What follows belongs to an exercise in optimizing a design on an open flow for small area; a production flow would make more cautious choices.
In this exercise RTL edits were held to simulation tests only and were not proved equivalent to the original.
Power figures rest on the tool's default switching activity, not on a simulated workload.

Setup of the previous run:
==> flow/design.v <==
module Top_Circuit(clk, rst, start, start_addr, end_addr, max_diff, busy, scl, sda_out, sda_oe, sda_in);
input clk, rst, start;
input [7:0] start_addr, end_addr;
output [7:0] max_diff;
output reg busy;
output reg scl, sda_out, sda_oe;
input sda_in;
localparam IDLE = 3'd0,   
           F0 = 3'd1,     
           F1 = 3'd2,     
           F23 = 3'd3,    
           RX = 3'd4,     
           STOP = 3'd5,   
           STOPF = 3'd6;  
reg [2:0] sg;
reg [5:0] c;
reg wp;                   
reg [7:0] sr, ia, mn, mx;
reg [7:0] diff, ia_inc;
reg [5:0] c_inc;
reg lte, sr_le_y, cy;
wire [7:0] y = c[1] ? mx : mn;
integer k;
always @* begin
	cy = 1'b1;
	for (k = 0; k < 8; k = k + 1) begin
		diff[k] = mx[k] ^ ~mn[k] ^ cy;
		cy = (mx[k] & ~mn[k]) | (cy & (mx[k] ^ ~mn[k]));
	end
	cy = 1'b1;
	for (k = 0; k < 8; k = k + 1) begin
		ia_inc[k] = ia[k] ^ cy;
		cy = cy & ia[k];
	end
	cy = 1'b1;
	for (k = 0; k < 6; k = k + 1) begin
		c_inc[k] = c[k] ^ cy;
		cy = cy & c[k];
	end
	lte = 1'b1; sr_le_y = ~c[1];
	for (k = 0; k < 8; k = k + 1) begin
		lte = (~ia[k] & end_addr[k]) | (~ia[k] & lte) | (end_addr[k] & lte);
		sr_le_y = (~sr[k] & y[k]) | (~sr[k] & sr_le_y) | (y[k] & sr_le_y);
	end
end
assign max_diff = wp ? diff : 8'd0;
wire [2:0] kb = c[4:2];
wire devbit = (kb == 3'd0) || (kb == 3'd2) || (kb == 3'd6) || (kb == 3'd7 && sg == F23);
reg busy_c;
always @* begin
	scl = 1'b1; sda_oe = 1'b1; sda_out = 1'b1;
	busy_c = 1'b1;
	case (sg)
		IDLE: busy_c = 1'b0;
		F0, F1, F23: begin
			if (!c[5]) begin
				scl = c[1];
				sda_out = (sg == F1) ? (wp | sr[7]) : (sg == F23 && wp) ? sr[7] : devbit;
			end else if (c[4]) begin
				sda_out = (c < 6'd62);
			end else begin
				sda_oe = 1'b0;
				scl = (c == 6'd35) || (c == 6'd36) || (sg == F23 && !wp && c == 6'd37);
			end
		end
		RX: begin
			if (c[5]) begin
				if (c == 6'd50) begin scl = 1'b0; sda_oe = 1'b0; end
			end else if (c == 6'd28) begin scl = 1'b1; sda_out = 1'b0; end
			else if (c == 6'd29) begin scl = 1'b0; sda_out = 1'b0; end
			else begin scl = 1'b0; sda_oe = 1'b0; end
		end
		default: begin
			case (c)
				6'd0, 6'd4: sda_out = 1'b0;
				6'd2: scl = 1'b0;
				6'd5: busy_c = (sg != STOPF);
				default: ;
			endcase
		end
	endcase
end
wire rx_shift = (sg == RX) && !c[5] && !c[0] && (c >= 6'd2) && (c <= 6'd16);
wire tx_shift = ((sg == F1 && !wp) || (sg == F23 && wp)) && !c[5] && (c[1:0] == 2'b11);
always @(posedge clk) begin
	busy <= busy_c;
	if (sg == IDLE) wp <= 1'b0;
	else if (sg == RX && c == 6'd53) wp <= 1'b1;
	if (sg == IDLE) sr <= start_addr;
	else if (sg == F1 && wp) sr <= diff;
	else if (rx_shift || tx_shift) sr <= {sr[6:0], sda_in};
	if (sg == F0 && c == 6'd55) ia <= start_addr;
	if (sg == IDLE) begin
		mn <= 8'hFF; mx <= 8'h00;
	end else if (sg == RX && c == 6'd17 && lte) begin
		ia <= ia_inc;
		if (sr_le_y) mn <= sr;
	end else if (sg == RX && c == 6'd18 && !sr_le_y) mx <= sr;
	if (rst) begin
		sg <= IDLE;
	end else begin
		c <= c_inc;
		case (sg)
			IDLE: begin
				c <= 6'd55;
				if (start) sg <= F0;
			end
			F0: if (c == 6'd38) begin sg <= F1; c <= 6'd0; end
			F1: if (!wp && c == 6'd38) begin sg <= F23; c <= 6'd61; end
			    else if (wp && c == 6'd39) begin sg <= F23; c <= 6'd0; end
			F23: if (c == 6'd38) begin
				if (wp) begin sg <= STOPF; c <= 6'd0; end
				else begin sg <= RX; c <= 6'd1; end
			end
			RX: begin
				if (c == 6'd17 && !lte) c <= 6'd50;
				if (c == 6'd29) c <= 6'd0;
				if (c == 6'd54) begin sg <= STOP; c <= 6'd0; end
			end
			STOP: if (c == 6'd5) begin sg <= F0; c <= 6'd61; end
			STOPF: if (c == 6'd5) c <= 6'd5;
			default: ;
		endcase
	end
end
endmodule
clock: 5.0 ns
lec_check: 0
cap_margin: 20
core_margin: 2
core_utilization: 40
place_density: 0.6
slew_margin: 20
standard.sh (not shown) runs the stock make flow with config.mk's settings and CLKGATE_MAP_FILE= SYNTH_SCRIPT=/design/flow/synth_recipe.tcl, a recipe that flattens the netlist after the stock synthesis.
==> flow/flow/run.sh <==
#!/bin/bash
# The standard ORFS layout (standard.sh) with changes that only affect which cells are
# chosen: synthesis maps logic with an area-oriented abc script and leaves adders as plain
# gates for abc (no half/full adder cells), and port buffers use the smallest buffer cell.
set -euo pipefail
here=$PWD
export BUFFER_PORTS_ARGS="-buffer_cell sky130_fd_sc_hd__buf_1"
export ADDER_MAP_FILE=
export AREA_ABC_SCRIPT=$here/flow/area.abc
export FLOW_SYNTH_TCL=$here/synth_recipe.tcl
sed "s|SYNTH_SCRIPT=[^ ]*|SYNTH_SCRIPT=$here/flow/synth_area.tcl|" standard.sh > standard_area_synth.sh
bash standard_area_synth.sh synth > synth_flow.log 2>&1
bash standard.sh > standard_flow.log 2>&1
==> flow/flow/area.abc <==
strash; ifraig; scorr; dc2; dc2; dch -f; amap; strash; &get -n; &st; &synch2; &put; dch -f; amap; strash; dch -f; amap; topo
==> flow/flow/synth_area.tcl <==
# The standard synthesis (synth_recipe.tcl, sourced unchanged below) with one change:
# abc maps the logic with an area-oriented script (flow/area.abc) instead of ORFS's
# abc_speed/abc_area script. Registers are untouched by abc, so their names and cells stay
# those of the standard synthesis.
proc abc {args} {
  set i [lsearch -exact $args -script]
  if { $i >= 0 } { lset args [expr { $i + 1 }] $::env(AREA_ABC_SCRIPT) }
  yosys abc {*}$args
}
source $::env(FLOW_SYNTH_TCL)
Modified inputs, the current run compared to the previous run
# the previous run
export LEC_CHECK = 0
export CAP_MARGIN = 20
export CORE_MARGIN = 2
export CORE_UTILIZATION = 40
export PLACE_DENSITY = 0.6
export SLEW_MARGIN = 20
create_clock -name core_clock -period 5.0 [get_ports {clk}]
# the current run
export LEC_CHECK = 0
export CAP_MARGIN = 20
export CORE_MARGIN = 2
export CORE_UTILIZATION = 65
export PLACE_DENSITY = 0.8
export SLEW_MARGIN = 20
create_clock -name core_clock -period 5.0 [get_ports {clk}]
### Flow results
From the previous run to the current run, maximum number of buffers from clock root to sink did not move at all.
Compared with the previous run, in the current run sequential share of cell area went up by 0.17 points, overall power now sits higher, die area now sits lower.
Delta (the current run minus the previous run): wire length on met2 down 11%; clock share of power rose 2.6 points.

## static timing again, ports no longer ideal
No port has a modelled driver above. Below, the same layouts with a new extraction and two added sets of constraints.
Step 1, drivers: a clkbuf_16 drives clk and a buf_2 each remaining input, both assumed.
Step 2, shift: input delay + t, output delay - t, t = (earliest + latest rising clock arrival at the registers) / 2. This alone moves slack from input paths to output paths.
a / b / c = no drivers / after step 1 / after step 2; a / b = the first two.
run | t, ns | setup slack, ns | worst register clock-pin slew, ns | worst slew at a driven data input, ns
the previous run | 0.333 | 1.036 / 1.036 / 1.036 | 0.09 / 0.09 | 0.03
the current run | 0.337 | 1.060 / 1.060 / 1.060 | 0.09 / 0.09 | 0.03
After both steps every run listed still meets setup and hold.
